This is an optimization exercise on Yosys and OpenROAD, whose aim is small area and a short achievable clock period, not a production implementation. In this exercise RTL edits were held to simulation tests only and were not proved equivalent to the original. Power and IR drop assume default switching activity.

==> flow/design.v (outline; a module is shown in full before it is edited, if it fits) <==
// module coeff_rom: 139 lines
// module mac_tree: 494 lines
// module polyphase_upsampler: 709 lines
// module output_conversion: 52 lines
// module vol_front: 27 lines
// module block_add: 27 lines
// module vol_mult: 159 lines
module output_conversion (
    input  wire        clk,
    input  wire        reset_n,
    input  wire signed [15:0] sample_L,
    input  wire               valid_L,
    input  wire signed [15:0] sample_R,
    input  wire               valid_R,
    input  wire [7:0]  volume,
    input  wire        mute,
    output wire signed [15:0] out_L,
    output wire signed [15:0] out_R,
    output reg               valid_out
);
  // ...
==> flow/run.sh <==
#!/bin/bash
# synth_recipe.tcl (not shown) runs the flow's synth.tcl, then flattens the netlist and writes it again
# the make line also repeats each setting of config.mk as NAME=value (left out here)
make -C /OpenROAD-flow-scripts/flow DESIGN_CONFIG=/design/flow/config.mk WORK_HOME=/design/flow/orfs CLKGATE_MAP_FILE= SYNTH_SCRIPT=/design/flow/synth_recipe.tcl finish
==> flow/config.mk <==
export PLATFORM = sky130hd
export DESIGN_NAME = output_conversion
export DESIGN_NICKNAME = output_conversion
export VERILOG_FILES = /design/flow/design.v
export SDC_FILE = /design/flow/constraint.sdc
export NUM_CORES = 4
export LEC_CHECK = 0
export CAP_MARGIN = 20
export CORE_MARGIN = 2
export CORE_UTILIZATION = 40
export SETUP_SLACK_MARGIN = 4.3
export SLEW_MARGIN = 20
export SYNTH_HIERARCHICAL = 1
export SYNTH_MINIMUM_KEEP_SIZE = 300
==> flow/constraint.sdc <==
create_clock -name core_clock -period 8.0 [get_ports {clk}]
set_input_delay 1.6000 -clock core_clock [delete_from_list [all_inputs] [get_ports {clk}]]
set_output_delay 1.6000 -clock core_clock [all_outputs]
set_load 0.01 [all_outputs]
==> flow_summary.json, run 1 <==
{
  "outcome": "timing/DRC/antenna clean",
  "insertion_delay_ns": 0.70,
  "worstPathArrival_ns": 4.87,
  "startpoint": "up_left.out_sample[1]",
  "wl_per_cell_microns": 20.99,
  "met2_usage_pct": 33.54,
  "synth.area.top_cells": "edfxtp_1 15%, dfxtp_1 14%, fa_1 14%",
  "seq_area_share_pct": 25.35,
  "cts.repair.resized": 461,
  "synth_edf_count": 256,
  "gr-total-overflow": 0,
  "synth.most_common_cell": "inv_1",
  "fin_area_sq_mm": 0.05984,
  "antenna_found_initial": 1,
  "cts_tree": "built",
  "pwr-share-comb_pct": 62.8,
  "synth_compound_area_share_pct": 19.20,
  "crit_top_cell": "fa_2",
  "via_per_inst": 5.821,
  "path_depth": 16,
  "htree_levels": 3,
  "synth-xor-area-share_pct": 5.998,
  "tightest_slew_ns": 0.9919,
  "r2r_start": "up_left.out_sample[1]",
  "ys_ff_latch": 615,
  "initial_core_util_pct": 40.40,
  "area.growth.synth_to_final_pct": 14.12,
  "p_int_mw": 13.12,
  "path_max_fanout": 4,
  "largest_cell_class": "multi-input combinational cells",
  "final_nets": 5964,
  "leakage_nw": 23.02,
  "pg_seq_mw": 4.65,
  "post-synth-top-area-cell": "edfxtp_1",
  "vias": 41220,
  "inv_count": 425,
  "min_path_type": "reg -> reg",
  "grt_pass1_vias": 40660,
  "dp_slack_ns": 2.777,
  "drt_wl_total_microns": 148600,
  "slew_violations": 0,
  "critPathSlowestCell": "fa_2",
  "multi_input_area_share_pct": 59.43,
  "cp-start-kind": "register"
}
==> module polyphase_upsampler, before the edit <==
module polyphase_upsampler (
    input wire clk,
    input wire reset_n,
    input wire signed [15:0] in_sample,
    input wire               valid_in,
    output reg [15:0]        out_sample,
    output reg valid_out
);
    parameter UPSAMPLE_NUM = 274;
    parameter UPSAMPLE_DEN = 170;
    reg [15:0] phase_accum;
    reg [127:0] sample_buf;           
    reg [2:0] wr_ptr;
    reg [2:0] tap_index;
    reg [2:0] mac_ptr;
    reg [2:0] rd_index;
    reg signed [15:0] sample_val;
    reg mac_active;
    reg [23:0] coeff_b;
    reg ph_inc, ph_dec;
    reg [30:0] acc_s;
    reg [30:0] acc_c;
    reg acc_clr;
    wire last = mac_active && (mac_ptr == 3'd7);
    wire start = !mac_active && (phase_accum >= UPSAMPLE_DEN);
    reg [15:0] phase_next;
    reg [3:0] phase_hi_next;
    reg [2:0] tap_next, tap_rom;
    reg [2:0] mac_ptr_next;
    always @(*) begin
        if (!reset_n) phase_next = 16'd0;
        else if (last) phase_next = phase_accum - UPSAMPLE_DEN;
        else if (valid_in) phase_next = phase_accum + UPSAMPLE_NUM;
        else phase_next = phase_accum;
        if (last) phase_hi_next = phase_accum[15:12] - {3'd0, ph_dec};
        else if (valid_in) phase_hi_next = phase_accum[15:12] + {3'd0, ph_inc};
        else phase_hi_next = phase_accum[15:12];
        if (mac_active) tap_rom = mac_ptr;
        else tap_rom = tap_index;
        tap_next = reset_n ? tap_rom : 3'd0;
        if (!reset_n || start) mac_ptr_next = 3'd0;
        else if (mac_active) mac_ptr_next = mac_ptr + 3'd1;
        else mac_ptr_next = mac_ptr;
    end
    reg [23:0] coeff_b_rom;
    wire [23:0] coeff_b_next = reset_n ? coeff_b_rom : 24'h001aae;
    always @(*) begin
        case ({phase_hi_next, tap_rom})
            7'd0: coeff_b_rom = 24'h001aae;  
            7'd1: coeff_b_rom = 24'h005c09;  
            7'd2: coeff_b_rom = 24'h155c46;  
            7'd3: coeff_b_rom = 24'h38ab6d;  
            7'd4: coeff_b_rom = 24'h245200;  
            7'd5: coeff_b_rom = 24'h0b12ae;  
            7'd6: coeff_b_rom = 24'h028215;  
            7'd7: coeff_b_rom = 24'h000c70;  
            7'd8: coeff_b_rom = 24'h001ab0;  
            7'd9: coeff_b_rom = 24'h0060a9;  
            7'd10: coeff_b_rom = 24'h150b6e;  
            7'd11: coeff_b_rom = 24'h3712b0;  
            7'd12: coeff_b_rom = 24'h2460a8;  
            7'd13: coeff_b_rom = 24'h056205;  
            7'd14: coeff_b_rom = 24'h02800e;  
            7'd15: coeff_b_rom = 24'h000b68;  
            7'd16: coeff_b_rom = 24'h001a4d;  
            7'd17: coeff_b_rom = 24'h02aa2e;  
            7'd18: coeff_b_rom = 24'h031146;  
            7'd19: coeff_b_rom = 24'h369146;  
            7'd20: coeff_b_rom = 24'h269a2e;  
            7'd21: coeff_b_rom = 24'h04d205;  
            7'd22: coeff_b_rom = 24'h028a40;  
            7'd23: coeff_b_rom = 24'h000a45;  
            7'd24: coeff_b_rom = 24'h001a6d;  
            7'd25: coeff_b_rom = 24'h0292a8;  
            7'd26: coeff_b_rom = 24'h02e2b1;  
            7'd27: coeff_b_rom = 24'h34056e;  
            7'd28: coeff_b_rom = 24'h26d0a9;  
            7'd29: coeff_b_rom = 24'h0402b1;  
            7'd30: coeff_b_rom = 24'h028b40;  
            7'd31: coeff_b_rom = 24'h000140;  
            7'd32: coeff_b_rom = 24'h001a01;  
            7'd33: coeff_b_rom = 24'h029008;  
            7'd34: coeff_b_rom = 24'h02816d;  
            7'd35: coeff_b_rom = 24'h348a71;  
            7'd36: coeff_b_rom = 24'h271216;  
            7'd37: coeff_b_rom = 24'h06ac40;  
            7'd38: coeff_b_rom = 24'h028b81;  
            7'd39: coeff_b_rom = 24'h000040;  
            7'd40: coeff_b_rom = 24'h001b4d;  
            7'd41: coeff_b_rom = 24'h029b48;  
            7'd42: coeff_b_rom = 24'h02ab8d;  
            7'd43: coeff_b_rom = 24'h355070;  
            7'd44: coeff_b_rom = 24'h215231;  
            7'd45: coeff_b_rom = 24'h06d196;  
            7'd46: coeff_b_rom = 24'h028b81;  
            7'd47: coeff_b_rom = 24'h000346;  
            7'd48: coeff_b_rom = 24'h001b8d;  
            7'd49: coeff_b_rom = 24'h02856d;  
            7'd50: coeff_b_rom = 24'h000c00;  
            7'd51: coeff_b_rom = 24'h22e388;  
            7'd52: coeff_b_rom = 24'h209030;  
            7'd53: coeff_b_rom = 24'h0702ad;  
            7'd54: coeff_b_rom = 24'h028b41;  
            7'd55: coeff_b_rom = 24'h00026e;  
            7'd56: coeff_b_rom = 24'h001c41;  
            7'd57: coeff_b_rom = 24'h028368;  
            7'd58: coeff_b_rom = 24'h002c0e;  
            7'd59: coeff_b_rom = 24'h2290b1;  
            7'd60: coeff_b_rom = 24'h20dc16;  
            7'd61: coeff_b_rom = 24'h00a140;  
            7'd62: coeff_b_rom = 24'h028a46;  
            7'd63: coeff_b_rom = 24'h000588;  
            7'd64: coeff_b_rom = 24'h000428;  
            7'd65: coeff_b_rom = 24'h028155;  
            7'd66: coeff_b_rom = 24'h008b70;  
            7'd67: coeff_b_rom = 24'h200189;  
            7'd68: coeff_b_rom = 24'h200189;  
            7'd69: coeff_b_rom = 24'h008b70;  
            7'd70: coeff_b_rom = 24'h028155;  
            7'd71: coeff_b_rom = 24'h000428;  
            7'd72: coeff_b_rom = 24'h000588;  
            7'd73: coeff_b_rom = 24'h028a46;  
            7'd74: coeff_b_rom = 24'h00a140;  
            7'd75: coeff_b_rom = 24'h20dc16;  
            7'd76: coeff_b_rom = 24'h2290b1;  
            7'd77: coeff_b_rom = 24'h002c0e;  
            7'd78: coeff_b_rom = 24'h028368;  
            7'd79: coeff_b_rom = 24'h001c41;  
            7'd80: coeff_b_rom = 24'h00026e;  
            7'd81: coeff_b_rom = 24'h028b41;  
            7'd82: coeff_b_rom = 24'h0702ad;  
            7'd83: coeff_b_rom = 24'h209030;  
            7'd84: coeff_b_rom = 24'h22e388;  
            7'd85: coeff_b_rom = 24'h000c00;  
            7'd86: coeff_b_rom = 24'h02856d;  
            7'd87: coeff_b_rom = 24'h001b8d;  
            7'd88: coeff_b_rom = 24'h000346;  
            7'd89: coeff_b_rom = 24'h028b81;  
            7'd90: coeff_b_rom = 24'h06d196;  
            7'd91: coeff_b_rom = 24'h215231;  
            7'd92: coeff_b_rom = 24'h355070;  
            7'd93: coeff_b_rom = 24'h02ab8d;  
            7'd94: coeff_b_rom = 24'h029b48;  
            7'd95: coeff_b_rom = 24'h001b4d;  
            7'd96: coeff_b_rom = 24'h000040;  
            7'd97: coeff_b_rom = 24'h028b81;  
            7'd98: coeff_b_rom = 24'h06ac40;  
            7'd99: coeff_b_rom = 24'h271216;  
            7'd100: coeff_b_rom = 24'h348a71;  
            7'd101: coeff_b_rom = 24'h02816d;  
            7'd102: coeff_b_rom = 24'h029008;  
            7'd103: coeff_b_rom = 24'h001a01;  
            7'd104: coeff_b_rom = 24'h000140;  
            7'd105: coeff_b_rom = 24'h028b40;  
            7'd106: coeff_b_rom = 24'h0402b1;  
            7'd107: coeff_b_rom = 24'h26d0a9;  
            7'd108: coeff_b_rom = 24'h34056e;  
            7'd109: coeff_b_rom = 24'h02e2b1;  
            7'd110: coeff_b_rom = 24'h0292a8;  
            7'd111: coeff_b_rom = 24'h001a6d;  
            7'd112: coeff_b_rom = 24'h000a45;  
            7'd113: coeff_b_rom = 24'h028a40;  
            7'd114: coeff_b_rom = 24'h04d205;  
            7'd115: coeff_b_rom = 24'h269a2e;  
            7'd116: coeff_b_rom = 24'h369146;  
            7'd117: coeff_b_rom = 24'h031146;  
            7'd118: coeff_b_rom = 24'h02aa2e;  
            7'd119: coeff_b_rom = 24'h001a4d;  
            7'd120: coeff_b_rom = 24'h000b68;  
            7'd121: coeff_b_rom = 24'h02800e;  
            7'd122: coeff_b_rom = 24'h056205;  
            7'd123: coeff_b_rom = 24'h2460a8;  
            7'd124: coeff_b_rom = 24'h3712b0;  
            7'd125: coeff_b_rom = 24'h150b6e;  
            7'd126: coeff_b_rom = 24'h0060a9;  
            7'd127: coeff_b_rom = 24'h001ab0;  
            default: coeff_b_rom = 24'h000000;
        endcase
    end
    wire [30:0] ts;
    wire [30:0] tc;
    wire [30:0] acc_in_s = acc_s & {31{~acc_clr}};
    wire [30:0] acc_in_c = acc_c & {31{~acc_clr}};
    wire m1, m2, m3, m4, m5, m6, m7, m8, m9, m10, m11, m12, m13, m14, m15, m16, m17, m18, m19, m20, m21, m22, m23, m24, m25, m26, m27, m28, m29, m30, m31, m32, m33, m34, m35, m36, m37, m38, m39, m40, m41, m42, m43, m44, m45, m46, m47, m48, m49, m50, m51, m52, m53, m54, m55, m56, m57, m58, m59, m60, m61, m62, m63, m64, m65, m66, m67, m68, m69, m70, m71, m72, m73, m74, m75, m76, m77, m78, m79, m80, m81, m82, m83, m84, m85, m86, m87, m88, m89, m90, m91, m92, m93, m94, m95, m96, m97, m98, m99, m100, m101, m102, m103, m104, m105, m106, m107, m108, m109, m110, m111, m112, m113, m114, m115, m116, m117, m118, m119, m120, m121, m122, m123, m124, m125, m126, m127, m128, m129, m130, m131, m132, m133, m134, m135, m136, m137, m138, m139, m140, m141, m142, m143, m144, m145, m146, m147, m148, m149, m150, m151, m152, m153, m154, m155, m156, m157, m158, m159, m160, m161, m162, m163, m164, m165, m166, m167, m168, m169, m170, m171, m172, m173, m174, m175, m176, m177, m178, m179, m180, m181, m182, m183, m184, m185, m186, m187, m188, m189, m190, m191, m192, m193, m194, m195, m196, m197, m198, m199, m200, m201, m202, m203, m204, m205, m206, m207, m208, m209, m210, m211, m212, m213, m214, m215, m216, m217, m218, m219, m220, m221, m222, m223, m224, m225, m226, m227, m228, m229, m230, m231, m232, m233, m234, m235, m236, m237, m238, m239, m240, m241, m242, m243, m244, m245, m246, m247, m248, m249, m250, m251, m252, m253, m254, m255, m256, m257, m258, m259, m260, m261, m262, m263, m264, m265, m266, m267, m268, m269, m270, m271, m272, m273, m274, m275, m276, m277, m278, m279, m280, m281, m282, m283, m284, m285, m286, m287, m288, m289, m290, m291, m292, m293, m294, m295, m296, m297, m298, m299, m300, m301, m302, m303, m304, m305, m306, m307, m308, m309, m310, m311, m312, m313, m314, m315, m316, m317, m318, m319, m320, m321, m322, m323, m324, m325, m326, m327, m328, m329, m330, m331, m332, m333, m334, m335, m336, m337, m338, m339, m340, m341, m342, m343, m344, m345, m346, m347, m348, m349, m350, m351, m352, m353, m354, m355, m356, m357, m358, m359, m360, m361, m362, m363, m364, m365, m366, m367, m368, m369, m370, m371, m372, m373, m374, m375, m376, m377, m378, m379, m380, m381, m382, m383, m384, m385, m386, m387, m388, m389, m390, m391, m392, m393, m394, m395, m396, m397, m398, m399, m400, m401, m402, m403, m404, m405, m406, m407, m408, m409, m410, m411, m412, m413, m414, m415, m416, m417, m418, m419, m420, m421, m422, m423, m424, m425, m426, m427, m428, m429, m430, m431, m432, m433, m434, m435, m436, m437, m438, m439, m440, m441, m442, m443, m444, m445, m446, m447, m448, m449, m450, m451, m452, m453, m454, m455, m456, m457, m458, m459, m460, m461, m462, m463, m464, m465, m466, m467, m468, m469, m470, m471, m472, m473, m474, m475, m476, m477, m478, m479, m480, m481, m482;
    assign m1 = (coeff_b[0] & sample_val[0]) ^ coeff_b[2];
    assign m2 = ((coeff_b[0] & sample_val[1]) | (coeff_b[1] & sample_val[0])) ^ coeff_b[2];
    assign m3 = ((coeff_b[0] & sample_val[2]) | (coeff_b[1] & sample_val[1])) ^ coeff_b[2];
    assign m4 = ((coeff_b[0] & sample_val[3]) | (coeff_b[1] & sample_val[2])) ^ coeff_b[2];
    assign m5 = ((coeff_b[0] & sample_val[4]) | (coeff_b[1] & sample_val[3])) ^ coeff_b[2];
    assign m6 = ((coeff_b[0] & sample_val[5]) | (coeff_b[1] & sample_val[4])) ^ coeff_b[2];
    assign m7 = ((coeff_b[0] & sample_val[6]) | (coeff_b[1] & sample_val[5])) ^ coeff_b[2];
    assign m8 = ((coeff_b[0] & sample_val[7]) | (coeff_b[1] & sample_val[6])) ^ coeff_b[2];
    assign m9 = ((coeff_b[0] & sample_val[8]) | (coeff_b[1] & sample_val[7])) ^ coeff_b[2];
    assign m10 = ((coeff_b[0] & sample_val[9]) | (coeff_b[1] & sample_val[8])) ^ coeff_b[2];
    assign m11 = ((coeff_b[0] & sample_val[10]) | (coeff_b[1] & sample_val[9])) ^ coeff_b[2];
    assign m12 = ((coeff_b[0] & sample_val[11]) | (coeff_b[1] & sample_val[10])) ^ coeff_b[2];
    assign m13 = ((coeff_b[0] & sample_val[12]) | (coeff_b[1] & sample_val[11])) ^ coeff_b[2];
    assign m14 = ((coeff_b[0] & sample_val[13]) | (coeff_b[1] & sample_val[12])) ^ coeff_b[2];
    assign m15 = ((coeff_b[0] & sample_val[14]) | (coeff_b[1] & sample_val[13])) ^ coeff_b[2];
    assign m16 = ((coeff_b[0] & sample_val[15]) | (coeff_b[1] & sample_val[14])) ^ coeff_b[2];
    assign m17 = ~(((coeff_b[0] & sample_val[15]) | (coeff_b[1] & sample_val[15])) ^ coeff_b[2]);
    assign m18 = (coeff_b[3] & sample_val[0]) ^ coeff_b[5];
    assign m19 = ((coeff_b[3] & sample_val[1]) | (coeff_b[4] & sample_val[0])) ^ coeff_b[5];
    assign m20 = ((coeff_b[3] & sample_val[2]) | (coeff_b[4] & sample_val[1])) ^ coeff_b[5];
    assign m21 = ((coeff_b[3] & sample_val[3]) | (coeff_b[4] & sample_val[2])) ^ coeff_b[5];
    assign m22 = ((coeff_b[3] & sample_val[4]) | (coeff_b[4] & sample_val[3])) ^ coeff_b[5];
    assign m23 = ((coeff_b[3] & sample_val[5]) | (coeff_b[4] & sample_val[4])) ^ coeff_b[5];
    assign m24 = ((coeff_b[3] & sample_val[6]) | (coeff_b[4] & sample_val[5])) ^ coeff_b[5];
    assign m25 = ((coeff_b[3] & sample_val[7]) | (coeff_b[4] & sample_val[6])) ^ coeff_b[5];
    assign m26 = ((coeff_b[3] & sample_val[8]) | (coeff_b[4] & sample_val[7])) ^ coeff_b[5];
    assign m27 = ((coeff_b[3] & sample_val[9]) | (coeff_b[4] & sample_val[8])) ^ coeff_b[5];
    assign m28 = ((coeff_b[3] & sample_val[10]) | (coeff_b[4] & sample_val[9])) ^ coeff_b[5];
    assign m29 = ((coeff_b[3] & sample_val[11]) | (coeff_b[4] & sample_val[10])) ^ coeff_b[5];
    assign m30 = ((coeff_b[3] & sample_val[12]) | (coeff_b[4] & sample_val[11])) ^ coeff_b[5];
    assign m31 = ((coeff_b[3] & sample_val[13]) | (coeff_b[4] & sample_val[12])) ^ coeff_b[5];
    assign m32 = ((coeff_b[3] & sample_val[14]) | (coeff_b[4] & sample_val[13])) ^ coeff_b[5];
    assign m33 = ((coeff_b[3] & sample_val[15]) | (coeff_b[4] & sample_val[14])) ^ coeff_b[5];
    assign m34 = ~(((coeff_b[3] & sample_val[15]) | (coeff_b[4] & sample_val[15])) ^ coeff_b[5]);
    assign m35 = (coeff_b[6] & sample_val[0]) ^ coeff_b[8];
    assign m36 = ((coeff_b[6] & sample_val[1]) | (coeff_b[7] & sample_val[0])) ^ coeff_b[8];
    assign m37 = ((coeff_b[6] & sample_val[2]) | (coeff_b[7] & sample_val[1])) ^ coeff_b[8];
    assign m38 = ((coeff_b[6] & sample_val[3]) | (coeff_b[7] & sample_val[2])) ^ coeff_b[8];
    assign m39 = ((coeff_b[6] & sample_val[4]) | (coeff_b[7] & sample_val[3])) ^ coeff_b[8];
    assign m40 = ((coeff_b[6] & sample_val[5]) | (coeff_b[7] & sample_val[4])) ^ coeff_b[8];
    assign m41 = ((coeff_b[6] & sample_val[6]) | (coeff_b[7] & sample_val[5])) ^ coeff_b[8];
    assign m42 = ((coeff_b[6] & sample_val[7]) | (coeff_b[7] & sample_val[6])) ^ coeff_b[8];
    assign m43 = ((coeff_b[6] & sample_val[8]) | (coeff_b[7] & sample_val[7])) ^ coeff_b[8];
    assign m44 = ((coeff_b[6] & sample_val[9]) | (coeff_b[7] & sample_val[8])) ^ coeff_b[8];
    assign m45 = ((coeff_b[6] & sample_val[10]) | (coeff_b[7] & sample_val[9])) ^ coeff_b[8];
    assign m46 = ((coeff_b[6] & sample_val[11]) | (coeff_b[7] & sample_val[10])) ^ coeff_b[8];
    assign m47 = ((coeff_b[6] & sample_val[12]) | (coeff_b[7] & sample_val[11])) ^ coeff_b[8];
    assign m48 = ((coeff_b[6] & sample_val[13]) | (coeff_b[7] & sample_val[12])) ^ coeff_b[8];
    assign m49 = ((coeff_b[6] & sample_val[14]) | (coeff_b[7] & sample_val[13])) ^ coeff_b[8];
    assign m50 = ((coeff_b[6] & sample_val[15]) | (coeff_b[7] & sample_val[14])) ^ coeff_b[8];
    assign m51 = ~(((coeff_b[6] & sample_val[15]) | (coeff_b[7] & sample_val[15])) ^ coeff_b[8]);
    assign m52 = (coeff_b[9] & sample_val[0]) ^ coeff_b[11];
    assign m53 = ((coeff_b[9] & sample_val[1]) | (coeff_b[10] & sample_val[0])) ^ coeff_b[11];
    assign m54 = ((coeff_b[9] & sample_val[2]) | (coeff_b[10] & sample_val[1])) ^ coeff_b[11];
    assign m55 = ((coeff_b[9] & sample_val[3]) | (coeff_b[10] & sample_val[2])) ^ coeff_b[11];
    assign m56 = ((coeff_b[9] & sample_val[4]) | (coeff_b[10] & sample_val[3])) ^ coeff_b[11];
    assign m57 = ((coeff_b[9] & sample_val[5]) | (coeff_b[10] & sample_val[4])) ^ coeff_b[11];
    assign m58 = ((coeff_b[9] & sample_val[6]) | (coeff_b[10] & sample_val[5])) ^ coeff_b[11];
    assign m59 = ((coeff_b[9] & sample_val[7]) | (coeff_b[10] & sample_val[6])) ^ coeff_b[11];
    assign m60 = ((coeff_b[9] & sample_val[8]) | (coeff_b[10] & sample_val[7])) ^ coeff_b[11];
    assign m61 = ((coeff_b[9] & sample_val[9]) | (coeff_b[10] & sample_val[8])) ^ coeff_b[11];
    assign m62 = ((coeff_b[9] & sample_val[10]) | (coeff_b[10] & sample_val[9])) ^ coeff_b[11];
    assign m63 = ((coeff_b[9] & sample_val[11]) | (coeff_b[10] & sample_val[10])) ^ coeff_b[11];
    assign m64 = ((coeff_b[9] & sample_val[12]) | (coeff_b[10] & sample_val[11])) ^ coeff_b[11];
    assign m65 = ((coeff_b[9] & sample_val[13]) | (coeff_b[10] & sample_val[12])) ^ coeff_b[11];
    assign m66 = ((coeff_b[9] & sample_val[14]) | (coeff_b[10] & sample_val[13])) ^ coeff_b[11];
    assign m67 = ((coeff_b[9] & sample_val[15]) | (coeff_b[10] & sample_val[14])) ^ coeff_b[11];
    assign m68 = ~(((coeff_b[9] & sample_val[15]) | (coeff_b[10] & sample_val[15])) ^ coeff_b[11]);
    assign m69 = (coeff_b[12] & sample_val[0]) ^ coeff_b[14];
    assign m70 = ((coeff_b[12] & sample_val[1]) | (coeff_b[13] & sample_val[0])) ^ coeff_b[14];
    assign m71 = ((coeff_b[12] & sample_val[2]) | (coeff_b[13] & sample_val[1])) ^ coeff_b[14];
    assign m72 = ((coeff_b[12] & sample_val[3]) | (coeff_b[13] & sample_val[2])) ^ coeff_b[14];
    assign m73 = ((coeff_b[12] & sample_val[4]) | (coeff_b[13] & sample_val[3])) ^ coeff_b[14];
    assign m74 = ((coeff_b[12] & sample_val[5]) | (coeff_b[13] & sample_val[4])) ^ coeff_b[14];
    assign m75 = ((coeff_b[12] & sample_val[6]) | (coeff_b[13] & sample_val[5])) ^ coeff_b[14];
    assign m76 = ((coeff_b[12] & sample_val[7]) | (coeff_b[13] & sample_val[6])) ^ coeff_b[14];
    assign m77 = ((coeff_b[12] & sample_val[8]) | (coeff_b[13] & sample_val[7])) ^ coeff_b[14];
    assign m78 = ((coeff_b[12] & sample_val[9]) | (coeff_b[13] & sample_val[8])) ^ coeff_b[14];
    assign m79 = ((coeff_b[12] & sample_val[10]) | (coeff_b[13] & sample_val[9])) ^ coeff_b[14];
    assign m80 = ((coeff_b[12] & sample_val[11]) | (coeff_b[13] & sample_val[10])) ^ coeff_b[14];
    assign m81 = ((coeff_b[12] & sample_val[12]) | (coeff_b[13] & sample_val[11])) ^ coeff_b[14];
    assign m82 = ((coeff_b[12] & sample_val[13]) | (coeff_b[13] & sample_val[12])) ^ coeff_b[14];
    assign m83 = ((coeff_b[12] & sample_val[14]) | (coeff_b[13] & sample_val[13])) ^ coeff_b[14];
    assign m84 = ((coeff_b[12] & sample_val[15]) | (coeff_b[13] & sample_val[14])) ^ coeff_b[14];
    assign m85 = ~(((coeff_b[12] & sample_val[15]) | (coeff_b[13] & sample_val[15])) ^ coeff_b[14]);
    assign m86 = (coeff_b[15] & sample_val[0]) ^ coeff_b[17];
    assign m87 = ((coeff_b[15] & sample_val[1]) | (coeff_b[16] & sample_val[0])) ^ coeff_b[17];
    assign m88 = ((coeff_b[15] & sample_val[2]) | (coeff_b[16] & sample_val[1])) ^ coeff_b[17];
    assign m89 = ((coeff_b[15] & sample_val[3]) | (coeff_b[16] & sample_val[2])) ^ coeff_b[17];
    assign m90 = ((coeff_b[15] & sample_val[4]) | (coeff_b[16] & sample_val[3])) ^ coeff_b[17];
    assign m91 = ((coeff_b[15] & sample_val[5]) | (coeff_b[16] & sample_val[4])) ^ coeff_b[17];
    assign m92 = ((coeff_b[15] & sample_val[6]) | (coeff_b[16] & sample_val[5])) ^ coeff_b[17];
    assign m93 = ((coeff_b[15] & sample_val[7]) | (coeff_b[16] & sample_val[6])) ^ coeff_b[17];
    assign m94 = ((coeff_b[15] & sample_val[8]) | (coeff_b[16] & sample_val[7])) ^ coeff_b[17];
    assign m95 = ((coeff_b[15] & sample_val[9]) | (coeff_b[16] & sample_val[8])) ^ coeff_b[17];
    assign m96 = ((coeff_b[15] & sample_val[10]) | (coeff_b[16] & sample_val[9])) ^ coeff_b[17];
    assign m97 = ((coeff_b[15] & sample_val[11]) | (coeff_b[16] & sample_val[10])) ^ coeff_b[17];
    assign m98 = ((coeff_b[15] & sample_val[12]) | (coeff_b[16] & sample_val[11])) ^ coeff_b[17];
    assign m99 = ((coeff_b[15] & sample_val[13]) | (coeff_b[16] & sample_val[12])) ^ coeff_b[17];
    assign m100 = ((coeff_b[15] & sample_val[14]) | (coeff_b[16] & sample_val[13])) ^ coeff_b[17];
    assign m101 = ((coeff_b[15] & sample_val[15]) | (coeff_b[16] & sample_val[14])) ^ coeff_b[17];
    assign m102 = ~(((coeff_b[15] & sample_val[15]) | (coeff_b[16] & sample_val[15])) ^ coeff_b[17]);
    assign m103 = (coeff_b[18] & sample_val[0]) ^ coeff_b[20];
    assign m104 = ((coeff_b[18] & sample_val[1]) | (coeff_b[19] & sample_val[0])) ^ coeff_b[20];
    assign m105 = ((coeff_b[18] & sample_val[2]) | (coeff_b[19] & sample_val[1])) ^ coeff_b[20];
    assign m106 = ((coeff_b[18] & sample_val[3]) | (coeff_b[19] & sample_val[2])) ^ coeff_b[20];
    assign m107 = ((coeff_b[18] & sample_val[4]) | (coeff_b[19] & sample_val[3])) ^ coeff_b[20];
    assign m108 = ((coeff_b[18] & sample_val[5]) | (coeff_b[19] & sample_val[4])) ^ coeff_b[20];
    assign m109 = ((coeff_b[18] & sample_val[6]) | (coeff_b[19] & sample_val[5])) ^ coeff_b[20];
    assign m110 = ((coeff_b[18] & sample_val[7]) | (coeff_b[19] & sample_val[6])) ^ coeff_b[20];
    assign m111 = ((coeff_b[18] & sample_val[8]) | (coeff_b[19] & sample_val[7])) ^ coeff_b[20];
    assign m112 = ((coeff_b[18] & sample_val[9]) | (coeff_b[19] & sample_val[8])) ^ coeff_b[20];
    assign m113 = ((coeff_b[18] & sample_val[10]) | (coeff_b[19] & sample_val[9])) ^ coeff_b[20];
    assign m114 = ((coeff_b[18] & sample_val[11]) | (coeff_b[19] & sample_val[10])) ^ coeff_b[20];
    assign m115 = ((coeff_b[18] & sample_val[12]) | (coeff_b[19] & sample_val[11])) ^ coeff_b[20];
    assign m116 = ((coeff_b[18] & sample_val[13]) | (coeff_b[19] & sample_val[12])) ^ coeff_b[20];
    assign m117 = ((coeff_b[18] & sample_val[14]) | (coeff_b[19] & sample_val[13])) ^ coeff_b[20];
    assign m118 = ((coeff_b[18] & sample_val[15]) | (coeff_b[19] & sample_val[14])) ^ coeff_b[20];
    assign m119 = ~(((coeff_b[18] & sample_val[15]) | (coeff_b[19] & sample_val[15])) ^ coeff_b[20]);
    assign m120 = (coeff_b[21] & sample_val[0]) ^ coeff_b[23];
    assign m121 = ((coeff_b[21] & sample_val[1]) | (coeff_b[22] & sample_val[0])) ^ coeff_b[23];
    assign m122 = ((coeff_b[21] & sample_val[2]) | (coeff_b[22] & sample_val[1])) ^ coeff_b[23];
    assign m123 = ((coeff_b[21] & sample_val[3]) | (coeff_b[22] & sample_val[2])) ^ coeff_b[23];
    assign m124 = ((coeff_b[21] & sample_val[4]) | (coeff_b[22] & sample_val[3])) ^ coeff_b[23];
    assign m125 = ((coeff_b[21] & sample_val[5]) | (coeff_b[22] & sample_val[4])) ^ coeff_b[23];
    assign m126 = ((coeff_b[21] & sample_val[6]) | (coeff_b[22] & sample_val[5])) ^ coeff_b[23];
    assign m127 = ((coeff_b[21] & sample_val[7]) | (coeff_b[22] & sample_val[6])) ^ coeff_b[23];
    assign m128 = ((coeff_b[21] & sample_val[8]) | (coeff_b[22] & sample_val[7])) ^ coeff_b[23];
    assign m129 = ((coeff_b[21] & sample_val[9]) | (coeff_b[22] & sample_val[8])) ^ coeff_b[23];
    assign m130 = ((coeff_b[21] & sample_val[10]) | (coeff_b[22] & sample_val[9])) ^ coeff_b[23];
    assign m131 = ((coeff_b[21] & sample_val[11]) | (coeff_b[22] & sample_val[10])) ^ coeff_b[23];
    assign m132 = ((coeff_b[21] & sample_val[12]) | (coeff_b[22] & sample_val[11])) ^ coeff_b[23];
    assign m133 = ((coeff_b[21] & sample_val[13]) | (coeff_b[22] & sample_val[12])) ^ coeff_b[23];
    assign m134 = ((coeff_b[21] & sample_val[14]) | (coeff_b[22] & sample_val[13])) ^ coeff_b[23];
    assign m135 = ((coeff_b[21] & sample_val[15]) | (coeff_b[22] & sample_val[14])) ^ coeff_b[23];
    assign m136 = ~(((coeff_b[21] & sample_val[15]) | (coeff_b[22] & sample_val[15])) ^ coeff_b[23]);
    assign m137 = m13 ^ m28;
    assign m138 = m13 & m28;
    assign m139 = m14 ^ m29;
    assign m140 = m14 & m29;
    assign m141 = m15 ^ m30 ^ m45;
    assign m142 = (m15 & m30) | (m15 & m45) | (m30 & m45);
    assign m143 = m60 ^ m75;
    assign m144 = m60 & m75;
    assign m145 = m16 ^ m31 ^ m46;
    assign m146 = (m16 & m31) | (m16 & m46) | (m31 & m46);
    assign m147 = m61 ^ m76;
    assign m148 = m61 & m76;
    assign m149 = m17 ^ m32 ^ m47;
    assign m150 = (m17 & m32) | (m17 & m47) | (m32 & m47);
    assign m151 = m62 ^ m77 ^ m92;
    assign m152 = (m62 & m77) | (m62 & m92) | (m77 & m92);
    assign m153 = m33 ^ m48 ^ m63;
    assign m154 = (m33 & m48) | (m33 & m63) | (m48 & m63);
    assign m155 = m78 ^ m93;
    assign m156 = m78 & m93;
    assign m157 = m34 ^ m49 ^ m64;
    assign m158 = (m34 & m49) | (m34 & m64) | (m49 & m64);
    assign m159 = m50 ^ m65;
    assign m160 = m50 & m65;
    assign m161 = m7 ^ m22;
    assign m162 = m7 & m22;
    assign m163 = m8 ^ m23;
    assign m164 = m8 & m23;
    assign m165 = m9 ^ m24 ^ m39;
    assign m166 = (m9 & m24) | (m9 & m39) | (m24 & m39);
    assign m167 = m54 ^ m69;
    assign m168 = m54 & m69;
    assign m169 = m10 ^ m25 ^ m40;
    assign m170 = (m10 & m25) | (m10 & m40) | (m25 & m40);
    assign m171 = m55 ^ m70;
    assign m172 = m55 & m70;
    assign m173 = m11 ^ m26 ^ m41;
    assign m174 = (m11 & m26) | (m11 & m41) | (m26 & m41);
    assign m175 = m56 ^ m71 ^ m86;
    assign m176 = (m56 & m71) | (m56 & m86) | (m71 & m86);
    assign m177 = coeff_b[17] ^ acc_in_s[10];
    assign m178 = coeff_b[17] & acc_in_s[10];
    assign m179 = m12 ^ m27 ^ m42;
    assign m180 = (m12 & m27) | (m12 & m42) | (m27 & m42);
    assign m181 = m57 ^ m72 ^ m87;
    assign m182 = (m57 & m72) | (m57 & m87) | (m72 & m87);
    assign m183 = acc_in_s[11] ^ acc_in_c[11];
    assign m184 = acc_in_s[11] & acc_in_c[11];
    assign m185 = m137 ^ m43 ^ m58;
    assign m186 = (m137 & m43) | (m137 & m58) | (m43 & m58);
    assign m187 = m73 ^ m88 ^ m103;
    assign m188 = (m73 & m88) | (m73 & m103) | (m88 & m103);
    assign m189 = coeff_b[20] ^ acc_in_s[12] ^ acc_in_c[12];
    assign m190 = (coeff_b[20] & acc_in_s[12]) | (coeff_b[20] & acc_in_c[12]) | (acc_in_s[12] & acc_in_c[12]);
    assign m191 = m138 ^ m139 ^ m44;
    assign m192 = (m138 & m139) | (m138 & m44) | (m139 & m44);
    assign m193 = m59 ^ m74 ^ m89;
    assign m194 = (m59 & m74) | (m59 & m89) | (m74 & m89);
    assign m195 = m104 ^ acc_in_s[13] ^ acc_in_c[13];
    assign m196 = (m104 & acc_in_s[13]) | (m104 & acc_in_c[13]) | (acc_in_s[13] & acc_in_c[13]);
    assign m197 = m140 ^ m141 ^ m143;
    assign m198 = (m140 & m141) | (m140 & m143) | (m141 & m143);
    assign m199 = m90 ^ m105 ^ m120;
    assign m200 = (m90 & m105) | (m90 & m120) | (m105 & m120);
    assign m201 = coeff_b[23] ^ acc_in_s[14] ^ acc_in_c[14];
    assign m202 = (coeff_b[23] & acc_in_s[14]) | (coeff_b[23] & acc_in_c[14]) | (acc_in_s[14] & acc_in_c[14]);
    assign m203 = m142 ^ m144 ^ m145;
    assign m204 = (m142 & m144) | (m142 & m145) | (m144 & m145);
    assign m205 = m147 ^ m91 ^ m106;
    assign m206 = (m147 & m91) | (m147 & m106) | (m91 & m106);
    assign m207 = m121 ^ acc_in_s[15] ^ acc_in_c[15];
    assign m208 = (m121 & acc_in_s[15]) | (m121 & acc_in_c[15]) | (acc_in_s[15] & acc_in_c[15]);
    assign m209 = m146 ^ m148 ^ m149;
    assign m210 = (m146 & m148) | (m146 & m149) | (m148 & m149);
    assign m211 = m151 ^ m107 ^ m122;
    assign m212 = (m151 & m107) | (m151 & m122) | (m107 & m122);
    assign m213 = ~(acc_in_s[16] ^ acc_in_c[16]);
    assign m214 = acc_in_s[16] | acc_in_c[16];
    assign m215 = m150 ^ m152 ^ m153;
    assign m216 = (m150 & m152) | (m150 & m153) | (m152 & m153);
    assign m217 = m155 ^ m108 ^ m123;
    assign m218 = (m155 & m108) | (m155 & m123) | (m108 & m123);
    assign m219 = ~(acc_in_s[17] ^ acc_in_c[17]);
    assign m220 = acc_in_s[17] | acc_in_c[17];
    assign m221 = m154 ^ m156 ^ m157;
    assign m222 = (m154 & m156) | (m154 & m157) | (m156 & m157);
    assign m223 = m79 ^ m94 ^ m109;
    assign m224 = (m79 & m94) | (m79 & m109) | (m94 & m109);
    assign m225 = m124 ^ acc_in_s[18] ^ acc_in_c[18];
    assign m226 = (m124 & acc_in_s[18]) | (m124 & acc_in_c[18]) | (acc_in_s[18] & acc_in_c[18]);
    assign m227 = m158 ^ m159 ^ m80;
    assign m228 = (m158 & m159) | (m158 & m80) | (m159 & m80);
    assign m229 = m95 ^ m110 ^ m125;
    assign m230 = (m95 & m110) | (m95 & m125) | (m110 & m125);
    assign m231 = ~(acc_in_s[19] ^ acc_in_c[19]);
    assign m232 = acc_in_s[19] | acc_in_c[19];
    assign m233 = m160 ^ m51 ^ m66;
    assign m234 = (m160 & m51) | (m160 & m66) | (m51 & m66);
    assign m235 = m81 ^ m96 ^ m111;
    assign m236 = (m81 & m96) | (m81 & m111) | (m96 & m111);
    assign m237 = m126 ^ acc_in_s[20] ^ acc_in_c[20];
    assign m238 = (m126 & acc_in_s[20]) | (m126 & acc_in_c[20]) | (acc_in_s[20] & acc_in_c[20]);
    assign m239 = m67 ^ m82 ^ m97;
    assign m240 = (m67 & m82) | (m67 & m97) | (m82 & m97);
    assign m241 = m112 ^ m127 ^ acc_in_s[21];
    assign m242 = (m112 & m127) | (m112 & acc_in_s[21]) | (m127 & acc_in_s[21]);
    assign m243 = ~acc_in_c[21];
    assign m244 = m68 ^ m83 ^ m98;
    assign m245 = (m68 & m83) | (m68 & m98) | (m83 & m98);
    assign m246 = m113 ^ m128 ^ acc_in_s[22];
    assign m247 = (m113 & m128) | (m113 & acc_in_s[22]) | (m128 & acc_in_s[22]);
    assign m248 = m84 ^ m99 ^ m114;
    assign m249 = (m84 & m99) | (m84 & m114) | (m99 & m114);
    assign m250 = m129 ^ acc_in_s[23];
    assign m251 = m129 & acc_in_s[23];
    assign m252 = m85 ^ m100 ^ m115;
    assign m253 = (m85 & m100) | (m85 & m115) | (m100 & m115);
    assign m254 = m101 ^ m116;
    assign m255 = m101 & m116;
    assign m256 = m3 ^ m18;
    assign m257 = m3 & m18;
    assign m258 = m4 ^ m19;
    assign m259 = m4 & m19;
    assign m260 = m5 ^ m20 ^ m35;
    assign m261 = (m5 & m20) | (m5 & m35) | (m20 & m35);
    assign m262 = coeff_b[8] ^ acc_in_s[4];
    assign m263 = coeff_b[8] & acc_in_s[4];
    assign m264 = m6 ^ m21 ^ m36;
    assign m265 = (m6 & m21) | (m6 & m36) | (m21 & m36);
    assign m266 = acc_in_s[5] ^ acc_in_c[5];
    assign m267 = acc_in_s[5] & acc_in_c[5];
    assign m268 = m161 ^ m37 ^ m52;
    assign m269 = (m161 & m37) | (m161 & m52) | (m37 & m52);
    assign m270 = coeff_b[11] ^ acc_in_s[6] ^ acc_in_c[6];
    assign m271 = (coeff_b[11] & acc_in_s[6]) | (coeff_b[11] & acc_in_c[6]) | (acc_in_s[6] & acc_in_c[6]);
    assign m272 = m162 ^ m163 ^ m38;
    assign m273 = (m162 & m163) | (m162 & m38) | (m163 & m38);
    assign m274 = m53 ^ acc_in_s[7] ^ acc_in_c[7];
    assign m275 = (m53 & acc_in_s[7]) | (m53 & acc_in_c[7]) | (acc_in_s[7] & acc_in_c[7]);
    assign m276 = m164 ^ m165 ^ m167;
    assign m277 = (m164 & m165) | (m164 & m167) | (m165 & m167);
    assign m278 = coeff_b[14] ^ acc_in_s[8] ^ acc_in_c[8];
    assign m279 = (coeff_b[14] & acc_in_s[8]) | (coeff_b[14] & acc_in_c[8]) | (acc_in_s[8] & acc_in_c[8]);
    assign m280 = m166 ^ m168 ^ m169;
    assign m281 = (m166 & m168) | (m166 & m169) | (m168 & m169);
    assign m282 = m171 ^ acc_in_s[9] ^ acc_in_c[9];
    assign m283 = (m171 & acc_in_s[9]) | (m171 & acc_in_c[9]) | (acc_in_s[9] & acc_in_c[9]);
    assign m284 = m170 ^ m172 ^ m173;
    assign m285 = (m170 & m172) | (m170 & m173) | (m172 & m173);
    assign m286 = m175 ^ m177 ^ acc_in_c[10];
    assign m287 = (m175 & m177) | (m175 & acc_in_c[10]) | (m177 & acc_in_c[10]);
    assign m288 = m174 ^ m176 ^ m178;
    assign m289 = (m174 & m176) | (m174 & m178) | (m176 & m178);
    assign m290 = m179 ^ m181 ^ m183;
    assign m291 = (m179 & m181) | (m179 & m183) | (m181 & m183);
    assign m292 = m180 ^ m182 ^ m184;
    assign m293 = (m180 & m182) | (m180 & m184) | (m182 & m184);
    assign m294 = m185 ^ m187 ^ m189;
    assign m295 = (m185 & m187) | (m185 & m189) | (m187 & m189);
    assign m296 = m186 ^ m188 ^ m190;
    assign m297 = (m186 & m188) | (m186 & m190) | (m188 & m190);
    assign m298 = m191 ^ m193 ^ m195;
    assign m299 = (m191 & m193) | (m191 & m195) | (m193 & m195);
    assign m300 = m192 ^ m194 ^ m196;
    assign m301 = (m192 & m194) | (m192 & m196) | (m194 & m196);
    assign m302 = m197 ^ m199 ^ m201;
    assign m303 = (m197 & m199) | (m197 & m201) | (m199 & m201);
    assign m304 = m198 ^ m200 ^ m202;
    assign m305 = (m198 & m200) | (m198 & m202) | (m200 & m202);
    assign m306 = m203 ^ m205 ^ m207;
    assign m307 = (m203 & m205) | (m203 & m207) | (m205 & m207);
    assign m308 = m204 ^ m206 ^ m208;
    assign m309 = (m204 & m206) | (m204 & m208) | (m206 & m208);
    assign m310 = m209 ^ m211 ^ m213;
    assign m311 = (m209 & m211) | (m209 & m213) | (m211 & m213);
    assign m312 = m210 ^ m212 ^ m214;
    assign m313 = (m210 & m212) | (m210 & m214) | (m212 & m214);
    assign m314 = m215 ^ m217 ^ m219;
    assign m315 = (m215 & m217) | (m215 & m219) | (m217 & m219);
    assign m316 = m216 ^ m218 ^ m220;
    assign m317 = (m216 & m218) | (m216 & m220) | (m218 & m220);
    assign m318 = m221 ^ m223 ^ m225;
    assign m319 = (m221 & m223) | (m221 & m225) | (m223 & m225);
    assign m320 = m222 ^ m224 ^ m226;
    assign m321 = (m222 & m224) | (m222 & m226) | (m224 & m226);
    assign m322 = m227 ^ m229 ^ m231;
    assign m323 = (m227 & m229) | (m227 & m231) | (m229 & m231);
    assign m324 = m228 ^ m230 ^ m232;
    assign m325 = (m228 & m230) | (m228 & m232) | (m230 & m232);
    assign m326 = m233 ^ m235 ^ m237;
    assign m327 = (m233 & m235) | (m233 & m237) | (m235 & m237);
    assign m328 = m234 ^ m236 ^ m238;
    assign m329 = (m234 & m236) | (m234 & m238) | (m236 & m238);
    assign m330 = m239 ^ m241 ^ m243;
    assign m331 = (m239 & m241) | (m239 & m243) | (m241 & m243);
    assign m332 = m240 ^ m242 ^ acc_in_c[21];
    assign m333 = (m240 & m242) | (m240 & acc_in_c[21]) | (m242 & acc_in_c[21]);
    assign m334 = m244 ^ m246 ^ acc_in_c[22];
    assign m335 = (m244 & m246) | (m244 & acc_in_c[22]) | (m246 & acc_in_c[22]);
    assign m336 = m245 ^ m247 ^ m248;
    assign m337 = (m245 & m247) | (m245 & m248) | (m247 & m248);
    assign m338 = ~(m250 ^ acc_in_c[23]);
    assign m339 = m250 | acc_in_c[23];
    assign m340 = m249 ^ m251 ^ m252;
    assign m341 = (m249 & m251) | (m249 & m252) | (m251 & m252);
    assign m342 = m130 ^ acc_in_s[24] ^ acc_in_c[24];
    assign m343 = (m130 & acc_in_s[24]) | (m130 & acc_in_c[24]) | (acc_in_s[24] & acc_in_c[24]);
    assign m344 = m253 ^ m254 ^ m131;
    assign m345 = (m253 & m254) | (m253 & m131) | (m254 & m131);
    assign m346 = ~(acc_in_s[25] ^ acc_in_c[25]);
    assign m347 = acc_in_s[25] | acc_in_c[25];
    assign m348 = m255 ^ m102 ^ m117;
    assign m349 = (m255 & m102) | (m255 & m117) | (m102 & m117);
    assign m350 = m132 ^ acc_in_s[26] ^ acc_in_c[26];
    assign m351 = (m132 & acc_in_s[26]) | (m132 & acc_in_c[26]) | (acc_in_s[26] & acc_in_c[26]);
    assign m352 = m118 ^ m133 ^ acc_in_s[27];
    assign m353 = (m118 & m133) | (m118 & acc_in_s[27]) | (m133 & acc_in_s[27]);
    assign m354 = ~acc_in_c[27];
    assign m355 = m119 ^ m134 ^ acc_in_s[28];
    assign m356 = (m119 & m134) | (m119 & acc_in_s[28]) | (m134 & acc_in_s[28]);
    assign m357 = m135 ^ acc_in_s[29];
    assign m358 = m135 & acc_in_s[29];
    assign m359 = m1 ^ coeff_b[2];
    assign m360 = m1 & coeff_b[2];
    assign m361 = m2 ^ acc_in_s[1];
    assign m362 = m2 & acc_in_s[1];
    assign m363 = m256 ^ coeff_b[5] ^ acc_in_s[2];
    assign m364 = (m256 & coeff_b[5]) | (m256 & acc_in_s[2]) | (coeff_b[5] & acc_in_s[2]);
    assign m365 = m257 ^ m258 ^ acc_in_s[3];
    assign m366 = (m257 & m258) | (m257 & acc_in_s[3]) | (m258 & acc_in_s[3]);
    assign m367 = m259 ^ m260 ^ m262;
    assign m368 = (m259 & m260) | (m259 & m262) | (m260 & m262);
    assign m369 = m261 ^ m263 ^ m264;
    assign m370 = (m261 & m263) | (m261 & m264) | (m263 & m264);
    assign m371 = m265 ^ m267 ^ m268;
    assign m372 = (m265 & m267) | (m265 & m268) | (m267 & m268);
    assign m373 = m269 ^ m271 ^ m272;
    assign m374 = (m269 & m271) | (m269 & m272) | (m271 & m272);
    assign m375 = m273 ^ m275 ^ m276;
    assign m376 = (m273 & m275) | (m273 & m276) | (m275 & m276);
    assign m377 = m277 ^ m279 ^ m280;
    assign m378 = (m277 & m279) | (m277 & m280) | (m279 & m280);
    assign m379 = m281 ^ m283 ^ m284;
    assign m380 = (m281 & m283) | (m281 & m284) | (m283 & m284);
    assign m381 = m285 ^ m287 ^ m288;
    assign m382 = (m285 & m287) | (m285 & m288) | (m287 & m288);
    assign m383 = m289 ^ m291 ^ m292;
    assign m384 = (m289 & m291) | (m289 & m292) | (m291 & m292);
    assign m385 = m293 ^ m295 ^ m296;
    assign m386 = (m293 & m295) | (m293 & m296) | (m295 & m296);
    assign m387 = m297 ^ m299 ^ m300;
    assign m388 = (m297 & m299) | (m297 & m300) | (m299 & m300);
    assign m389 = m301 ^ m303 ^ m304;
    assign m390 = (m301 & m303) | (m301 & m304) | (m303 & m304);
    assign m391 = m305 ^ m307 ^ m308;
    assign m392 = (m305 & m307) | (m305 & m308) | (m307 & m308);
    assign m393 = m309 ^ m311 ^ m312;
    assign m394 = (m309 & m311) | (m309 & m312) | (m311 & m312);
    assign m395 = m313 ^ m315 ^ m316;
    assign m396 = (m313 & m315) | (m313 & m316) | (m315 & m316);
    assign m397 = m317 ^ m319 ^ m320;
    assign m398 = (m317 & m319) | (m317 & m320) | (m319 & m320);
    assign m399 = m321 ^ m323 ^ m324;
    assign m400 = (m321 & m323) | (m321 & m324) | (m323 & m324);
    assign m401 = m325 ^ m327 ^ m328;
    assign m402 = (m325 & m327) | (m325 & m328) | (m327 & m328);
    assign m403 = m329 ^ m331 ^ m332;
    assign m404 = (m329 & m331) | (m329 & m332) | (m331 & m332);
    assign m405 = m333 ^ m335 ^ m336;
    assign m406 = (m333 & m335) | (m333 & m336) | (m335 & m336);
    assign m407 = m337 ^ m339 ^ m340;
    assign m408 = (m337 & m339) | (m337 & m340) | (m339 & m340);
    assign m409 = m341 ^ m343 ^ m344;
    assign m410 = (m341 & m343) | (m341 & m344) | (m343 & m344);
    assign m411 = m345 ^ m347 ^ m348;
    assign m412 = (m345 & m347) | (m345 & m348) | (m347 & m348);
    assign m413 = m349 ^ m351 ^ m352;
    assign m414 = (m349 & m351) | (m349 & m352) | (m351 & m352);
    assign m415 = m353 ^ acc_in_c[27] ^ m355;
    assign m416 = (m353 & acc_in_c[27]) | (m353 & m355) | (acc_in_c[27] & m355);
    assign m417 = m356 ^ m357 ^ acc_in_c[29];
    assign m418 = (m356 & m357) | (m356 & acc_in_c[29]) | (m357 & acc_in_c[29]);
    assign m419 = m358 ^ m136 ^ acc_in_s[30];
    assign m420 = (m358 & m136) | (m358 & acc_in_s[30]) | (m136 & acc_in_s[30]);
    assign m421 = m359 ^ acc_in_s[0];
    assign m422 = m359 & acc_in_s[0];
    assign m423 = m360 ^ m361 ^ acc_in_c[1];
    assign m424 = (m360 & m361) | (m360 & acc_in_c[1]) | (m361 & acc_in_c[1]);
    assign m425 = m362 ^ m363 ^ acc_in_c[2];
    assign m426 = (m362 & m363) | (m362 & acc_in_c[2]) | (m363 & acc_in_c[2]);
    assign m427 = m364 ^ m365 ^ acc_in_c[3];
    assign m428 = (m364 & m365) | (m364 & acc_in_c[3]) | (m365 & acc_in_c[3]);
    assign m429 = m366 ^ m367 ^ acc_in_c[4];
    assign m430 = (m366 & m367) | (m366 & acc_in_c[4]) | (m367 & acc_in_c[4]);
    assign m431 = m368 ^ m369 ^ m266;
    assign m432 = (m368 & m369) | (m368 & m266) | (m369 & m266);
    assign m433 = m370 ^ m371 ^ m270;
    assign m434 = (m370 & m371) | (m370 & m270) | (m371 & m270);
    assign m435 = m372 ^ m373 ^ m274;
    assign m436 = (m372 & m373) | (m372 & m274) | (m373 & m274);
    assign m437 = m374 ^ m375 ^ m278;
    assign m438 = (m374 & m375) | (m374 & m278) | (m375 & m278);
    assign m439 = m376 ^ m377 ^ m282;
    assign m440 = (m376 & m377) | (m376 & m282) | (m377 & m282);
    assign m441 = m378 ^ m379 ^ m286;
    assign m442 = (m378 & m379) | (m378 & m286) | (m379 & m286);
    assign m443 = m380 ^ m381 ^ m290;
    assign m444 = (m380 & m381) | (m380 & m290) | (m381 & m290);
    assign m445 = m382 ^ m383 ^ m294;
    assign m446 = (m382 & m383) | (m382 & m294) | (m383 & m294);
    assign m447 = m384 ^ m385 ^ m298;
    assign m448 = (m384 & m385) | (m384 & m298) | (m385 & m298);
    assign m449 = m386 ^ m387 ^ m302;
    assign m450 = (m386 & m387) | (m386 & m302) | (m387 & m302);
    assign m451 = m388 ^ m389 ^ m306;
    assign m452 = (m388 & m389) | (m388 & m306) | (m389 & m306);
    assign m453 = m390 ^ m391 ^ m310;
    assign m454 = (m390 & m391) | (m390 & m310) | (m391 & m310);
    assign m455 = m392 ^ m393 ^ m314;
    assign m456 = (m392 & m393) | (m392 & m314) | (m393 & m314);
    assign m457 = m394 ^ m395 ^ m318;
    assign m458 = (m394 & m395) | (m394 & m318) | (m395 & m318);
    assign m459 = m396 ^ m397 ^ m322;
    assign m460 = (m396 & m397) | (m396 & m322) | (m397 & m322);
    assign m461 = m398 ^ m399 ^ m326;
    assign m462 = (m398 & m399) | (m398 & m326) | (m399 & m326);
    assign m463 = m400 ^ m401 ^ m330;
    assign m464 = (m400 & m401) | (m400 & m330) | (m401 & m330);
    assign m465 = m402 ^ m403 ^ m334;
    assign m466 = (m402 & m403) | (m402 & m334) | (m403 & m334);
    assign m467 = m404 ^ m405 ^ m338;
    assign m468 = (m404 & m405) | (m404 & m338) | (m405 & m338);
    assign m469 = m406 ^ m407 ^ m342;
    assign m470 = (m406 & m407) | (m406 & m342) | (m407 & m342);
    assign m471 = m408 ^ m409 ^ m346;
    assign m472 = (m408 & m409) | (m408 & m346) | (m409 & m346);
    assign m473 = m410 ^ m411 ^ m350;
    assign m474 = (m410 & m411) | (m410 & m350) | (m411 & m350);
    assign m475 = m412 ^ m413 ^ m354;
    assign m476 = (m412 & m413) | (m412 & m354) | (m413 & m354);
    assign m477 = m414 ^ m415 ^ acc_in_c[28];
    assign m478 = (m414 & m415) | (m414 & acc_in_c[28]) | (m415 & acc_in_c[28]);
    assign m479 = ~(m416 ^ m417);
    assign m480 = m416 | m417;
    assign m481 = m418 ^ m419 ^ acc_in_c[30];
    assign m482 = (m418 & m419) | (m418 & acc_in_c[30]) | (m419 & acc_in_c[30]);
    assign ts = {m480, m478, m476, m474, m472, m470, m468, m466, m464, m462, m460, m458, m456, m454, m452, m450, m448, m446, m444, m442, m440, m438, m436, m434, m432, m430, m428, m426, m424, m422, m421};
    assign tc = {m481, m479, m477, m475, m473, m471, m469, m467, m465, m463, m461, m459, m457, m455, m453, m451, m449, m447, m445, m443, m441, m439, m437, m435, m433, m431, m429, m427, m425, m423, acc_in_c[0]};
    wire [30:0] sum = acc_s + acc_c;
    wire [15:0] din = in_sample & {16{reset_n}};
    integer i;
    always @(posedge clk) begin
        for (i = 0; i < 8; i = i + 1)
            if (!reset_n || (valid_in && wr_ptr == i))
                sample_buf[16*i +: 16] <= din;
    end
    always @(posedge clk) begin
        phase_accum <= phase_next;
        ph_inc <= (phase_next[11:0] >= 12'd3822);
        ph_dec <= (phase_next[11:0] < 12'd170);
        tap_index <= tap_next;
        mac_ptr <= mac_ptr_next;
        coeff_b <= coeff_b_next;
        acc_clr <= (mac_ptr_next == 3'd0);
        acc_s <= ts;
        acc_c <= tc;
        out_sample <= sum[30:15];
        valid_out <= 0;
        if (!reset_n) begin
            wr_ptr <= 0;
            mac_active <= 0;
            rd_index <= 0;
            sample_val <= 0;
        end else begin
            if (valid_in)
                wr_ptr <= wr_ptr + 1;
            if (start)
                mac_active <= 1;
            if (mac_active) begin
                rd_index <= wr_ptr - mac_ptr - 1;
                sample_val <= sample_buf[16*rd_index +: 16];
                if (mac_ptr == 7) begin
                    valid_out <= 1;
                    mac_active <= 0;
                end
            end
        end
    end
endmodule
==> module output_conversion, before the edit <==
module output_conversion (
    input  wire        clk,
    input  wire        reset_n,
    input  wire signed [15:0] sample_L,
    input  wire               valid_L,
    input  wire signed [15:0] sample_R,
    input  wire               valid_R,
    input  wire [7:0]  volume,
    input  wire        mute,
    output wire signed [15:0] out_L,
    output wire signed [15:0] out_R,
    output reg               valid_out
);
    wire valid_up_L, valid_up_R;
    wire [15:0] up_L, up_R;
    wire [15:0] nsum_L, nsum_R;
    wire [6:0] ngen_L, ngen_R, nprop_L, nprop_R;
    wire ncin_L, ncin_R;
    polyphase_upsampler up_left (
        .clk(clk), .reset_n(reset_n),
        .in_sample(sample_L), .valid_in(valid_L),
        .out_sample(up_L), .valid_out(valid_up_L)
    );
    vol_front vol_left (.up(up_L), .volume(volume),
        .bsum(nsum_L), .bgen(ngen_L), .bprop(nprop_L), .cin(ncin_L));
    polyphase_upsampler up_right (
        .clk(clk), .reset_n(reset_n),
        .in_sample(sample_R), .valid_in(valid_R),
        .out_sample(up_R), .valid_out(valid_up_R)
    );
    vol_front vol_right (.up(up_R), .volume(volume),
        .bsum(nsum_R), .bgen(ngen_R), .bprop(nprop_R), .cin(ncin_R));
    wire load = valid_up_L && valid_up_R;
    reg [15:0] bsum_L, bsum_R;
    reg [6:0] bgen_L, bgen_R, bprop_L, bprop_R;
    reg cin_L, cin_R;
    always @(posedge clk) begin
        if (!reset_n || (load && mute)) begin
            bsum_L <= 0; bgen_L <= 0; bprop_L <= 0; cin_L <= 0;
            bsum_R <= 0; bgen_R <= 0; bprop_R <= 0; cin_R <= 0;
        end else if (load) begin
            bsum_L <= nsum_L; bgen_L <= ngen_L; bprop_L <= nprop_L; cin_L <= ncin_L;
            bsum_R <= nsum_R; bgen_R <= ngen_R; bprop_R <= nprop_R; cin_R <= ncin_R;
        end
    end
    always @(posedge clk) begin
        if (!reset_n) valid_out <= 0;
        else valid_out <= load;
    end
    block_add add_L (.bsum(bsum_L), .bgen(bgen_L), .bprop(bprop_L), .cin(cin_L), .out(out_L));
    block_add add_R (.bsum(bsum_R), .bgen(bgen_R), .bprop(bprop_R), .cin(cin_R), .out(out_R));
endmodule
==> module vol_front, before the edit <==
module vol_front (
    input  wire [15:0] up,
    input  wire [7:0]  volume,
    output wire [15:0] bsum,
    output wire [6:0]  bgen,
    output wire [6:0]  bprop,
    output wire        cin
);
    wire [17:0] up3 = {2'b00, up} + {1'b0, up, 1'b0};
    wire [23:0] vs, vc;
    vol_mult mul (.u1(up), .u3(up3), .v(volume), .s(vs), .c(vc));
    wire [8:0] low = {1'b0, vs[7:0]} + {1'b0, vc[7:0]};
    assign cin = low[8];
    wire [15:0] hs = vs[23:8];
    wire [15:0] hc = vc[23:8];
    genvar k;
    generate
        for (k = 0; k < 8; k = k + 1) begin : blk
            wire [2:0] t = {1'b0, hs[2*k+1:2*k]} + {1'b0, hc[2*k+1:2*k]};
            assign bsum[2*k+1:2*k] = t[1:0];
            if (k < 7) begin : gp
                assign bgen[k] = t[2];
                assign bprop[k] = (hs[2*k] ^ hc[2*k]) & (hs[2*k+1] ^ hc[2*k+1]);
            end
        end
    endgenerate
endmodule
==> run 2: changes to the inputs <==
--- a/flow/design.v
+++ b/flow/design.v
@@ -637,6 +637,7 @@
     input wire signed [15:0] in_sample,
     input wire               valid_in,
     output reg [15:0]        out_sample,
+    output reg [17:0]        out_sample_x3,    
     output reg valid_out
 );
     parameter UPSAMPLE_NUM = 274;
@@ -1318,6 +1319,7 @@
         acc_s <= ts;
         acc_c <= tc;
         out_sample <= sum[30:15];
+        out_sample_x3 <= {2'b00, sum[30:15]} + {1'b0, sum[30:15], 1'b0};
         valid_out <= 0;
         if (!reset_n) begin
             wr_ptr <= 0;
@@ -1355,22 +1357,23 @@
 );
     wire valid_up_L, valid_up_R;
     wire [15:0] up_L, up_R;
+    wire [17:0] up3_L, up3_R;
     wire [15:0] nsum_L, nsum_R;
     wire [6:0] ngen_L, ngen_R, nprop_L, nprop_R;
     wire ncin_L, ncin_R;
     polyphase_upsampler up_left (
         .clk(clk), .reset_n(reset_n),
         .in_sample(sample_L), .valid_in(valid_L),
-        .out_sample(up_L), .valid_out(valid_up_L)
+        .out_sample(up_L), .out_sample_x3(up3_L), .valid_out(valid_up_L)
     );
-    vol_front vol_left (.up(up_L), .volume(volume),
+    vol_front vol_left (.up(up_L), .up3(up3_L), .volume(volume),
         .bsum(nsum_L), .bgen(ngen_L), .bprop(nprop_L), .cin(ncin_L));
     polyphase_upsampler up_right (
         .clk(clk), .reset_n(reset_n),
         .in_sample(sample_R), .valid_in(valid_R),
-        .out_sample(up_R), .valid_out(valid_up_R)
+        .out_sample(up_R), .out_sample_x3(up3_R), .valid_out(valid_up_R)
     );
-    vol_front vol_right (.up(up_R), .volume(volume),
+    vol_front vol_right (.up(up_R), .up3(up3_R), .volume(volume),
         .bsum(nsum_R), .bgen(ngen_R), .bprop(nprop_R), .cin(ncin_R));
     wire load = valid_up_L && valid_up_R;
     reg [15:0] bsum_L, bsum_R;
@@ -1394,13 +1397,13 @@
 endmodule
 module vol_front (
     input  wire [15:0] up,
+    input  wire [17:0] up3,
     input  wire [7:0]  volume,
     output wire [15:0] bsum,
     output wire [6:0]  bgen,
     output wire [6:0]  bprop,
     output wire        cin
 );
-    wire [17:0] up3 = {2'b00, up} + {1'b0, up, 1'b0};
     wire [23:0] vs, vc;
     vol_mult mul (.u1(up), .u3(up3), .v(volume), .s(vs), .c(vc));
     wire [8:0] low = {1'b0, vs[7:0]} + {1'b0, vc[7:0]};
==> run 2 against run 1 <==
  * Die area shrank 0.29%
  * Clock skew is 0.033 ns lower
  * Design area grew 0.67%
  * Clock power down 1%
  * Worst hold slack barely moved
  * Combinational power increased by 5%
  * Via count shrank 2.0%
  * Final cell count shrank 0.24%
  * Still clean on timing, DRC and antenna
  * Routed wire length is 0.60% higher
  * Sequential power increased by 8.2%
==> flow_summary.json, run 2 <==
{
  "synthCells": 5395,
  "dp.cells": 6765,
  "final_util_pct": 46.47,
  "dp_slack_ns": 2.726,
  "die-height_microns": 365.5,
  "slew_violations": 0,
  "cts-root-buf": "clkbuf_16",
  "fmax_ghz": 0.2526,
  "finalHoldViolations": 0,
  "min_path_type": "reg -> reg",
  "tightest_slew_ns": 1.103,
  "ys_warn_count": 30,
  "setup_viol": 0,
  "worstHoldStart": "bgen_R[2]",
  "synth.area.top_cells": "dfxtp_1 15%, edfxtp_1 15%, fa_1 14%",
  "synth.distinct_cells": 96,
  "fin_crit_ns": 3.959,
  "post-synth-top-area-cell": "dfxtp_1",
  "ys_ff_latch": 651,
  "fin_crit_sh_pct": 49.49,
  "fill_cells": 12040,
  "design.core.area_sq_mm": 0.1296,
  "powerDensity_mw_per_mm2": 387.7,
  "synth.most_common_cell": "inv_1",
  "multi_input_area_sq_mm": 0.03519,
  "track_usage_pct": 21.66,
  "clock_skew_ns": 0.03171,
  "holdPathEnd": "bgen_R[2]",
  "antenna_found_initial": 3,
  "wl_per_cell_microns": 21.17,
  "initial_core_util_pct": 40.33,
  "drive_gt1_share_pct": 19.41,
  "reg2reg_depth": 14,
  "area.growth.synth_to_final_pct": 15.22,
  "fin_area_sq_mm": 0.06024,
  "postSynth.asyncResetShare_pct": 0,
  "netlist_top_cells_count": "398 x inv_1, 397 x nand2_1, 395 x dfxtp_1, 354 x fa_1, 330 x clkbuf_1",
  "vias": 40390,
  "grt_pass1_vias": 39910,
  "outcome": "timing/DRC/antenna clean",
  "port-buffer-count": 77,
  "grt_max_degree": 65,
  "rows": 132,
  "startpoint": "cin_R",
  "insertion_delay_ns": 0.69,
  "cts_tree": "built",
  "final_nets": 5939,
  "setup_tns_ns": 0,
  "r2r_start": "up_left.acc_s[16]",
  "layout.cells.non_filler": 7064,
  "grt_pass1_wl_microns": 231100,
  "ctsHoldBuffers": 0,
  "synth_edf_count": 256,
  "drt_wl_total_microns": 149500,
  "cp-start-kind": "register",
  "via_per_inst": 5.718,
  "reg2reg_to": "up_left.out_sample_x3[16]",
  "syn_area_per_cell_sq_um": 9.692,
  "worstPathArrival_ns": 2.36,
  "timing.final.ws_setup_ns": 4.041,
  "path_max_fanout": 4,
  "gr-total-overflow": 0,
  "leakage_nw": 23.04,
  "die_w_microns": 365.5,
  "cts_buffer_depth": 3,
  "rsz0062_at_grt": "true",
  "drt_iter0_drc": 3873,
  "die_area_sq_mm": 0.1336,
  "synth_top_area_share_pct": 15.12,
  "n_antenna_cell": 0,
  "htree_levels": 3
}
[run 2: cell count changes after synthesis, sizes merged, moves of 28 or more]
cell	previous run	this run
o21ai	199	248
nor3	53	84
xor2	100	134
dfxtp	359	395
nor2	238	266
o211ai	90	44
clkbuf	268	330
buf	271	187
[run 2: kinds of logic after synthesis]
logic type	Yosys count	synth area share (%)
xor gates and xnor gates	364	6.169
buffers and inverters	923	7.806
DFF	651	29.83
AOI/OAI and AO/OA	1354	17.86
other	2	0.01436
and+or+nand+nor	1207	11.10
adders and majority gates	630	20.16
muxes	264	7.064
[run 2: worst max-delay path: stages (launching register included)]
cell and delay, ns:
dfxtp_4 0.36, a211oi_2 0.21, o21bai_2 0.10, o31a_1 0.29, a31o_1 0.22, ha_4 0.17, xor2_1 0.15, buf_2 0.16
[run 2: worst max path at each step]
stage,endpoint,slack (ns),depth (start not counted)
2_1_floorplan,bsum_R[3],3.81,12
3_3_place_gp,up_right.coeff_b[7],2.77,11
3_5_place_dp,up_right.coeff_b[7],2.73,11
4_1_cts,out_L[13],3.97,7
5_1_grt,up_left.out_sample_x3[15],3.84,17
6_report,out_R[15],4.04,7
[run 2: per-module statistics from Yosys, one instance, submodules excluded]
module / area [sq um] / cells inside / flops+latches
output_conversion: 3655 / 405 / 63
polyphase_upsampler: 21680 / 2228 / 294
vol_mult: 2640 / 267 / 0
[run 2: routing by layer]
layer,global-route usage [%],share of wire (%)
met4,8.303,3.8
met1,30.66,46
met5,0,0.017
met3,3.571,7.0
met2,33.04,44
[run 2: report_power, final]
group / total [mW] / switching (mW) / leakage (nW) / internal, mW
clock network: 3.59 / 1.53 / 1.21 / 2.06
logic: 14.7 / 7.68 / 15.9 / 7.06
registers: 5.03 / 0.747 / 5.92 / 4.28
total: 23.4 / 9.96 / 23.0 / 13.4
[run 2: layout make-up]
cell class / instances / area share (%)
timing repair buffer: 294 / 4.939
inverter: 406 / 2.550
clock inverter: 41 / 0.8681
timing repair inverter: 2 / 0.01662
tap: 1742 / 3.618
sequential: 651 / 26.23
clock buffer: 96 / 3.369
multi-input combinational: 3832 / 58.41
[run 2: timing repair]
action	4_1_cts	5_1_grt
pin swaps	77	88
endpoints found under the setup margin	186	114
hold endpoints to repair	0	0
buffers inserted	70	70
gates resized for setup	434	171
gates cloned	6	16

==> afterwards: timing with drivers on the ports <==
How much do the figures lean on ideal ports? The routed layouts below were timed once more, with nothing changed but the port constraints.
Step 1: set_driving_cell puts a clkbuf_16 on clk and a buf_2 on each other input, an assumption about the parent block.
Step 2, shift: input delay + t, output delay - t, t = (earliest + latest rising clock arrival at the registers) / 2. This alone moves slack from input paths to output paths.
a / b / c = ideal ports / drivers / drivers and shift; a / b = the first two.
run | t (ns) | slack for setup (ns)
run 1 | 0.746 | 3.728 / 3.728 / 3.231
run 2 | 0.752 | 4.041 / 3.968 / 3.383
After both steps every run listed still meets setup and hold.
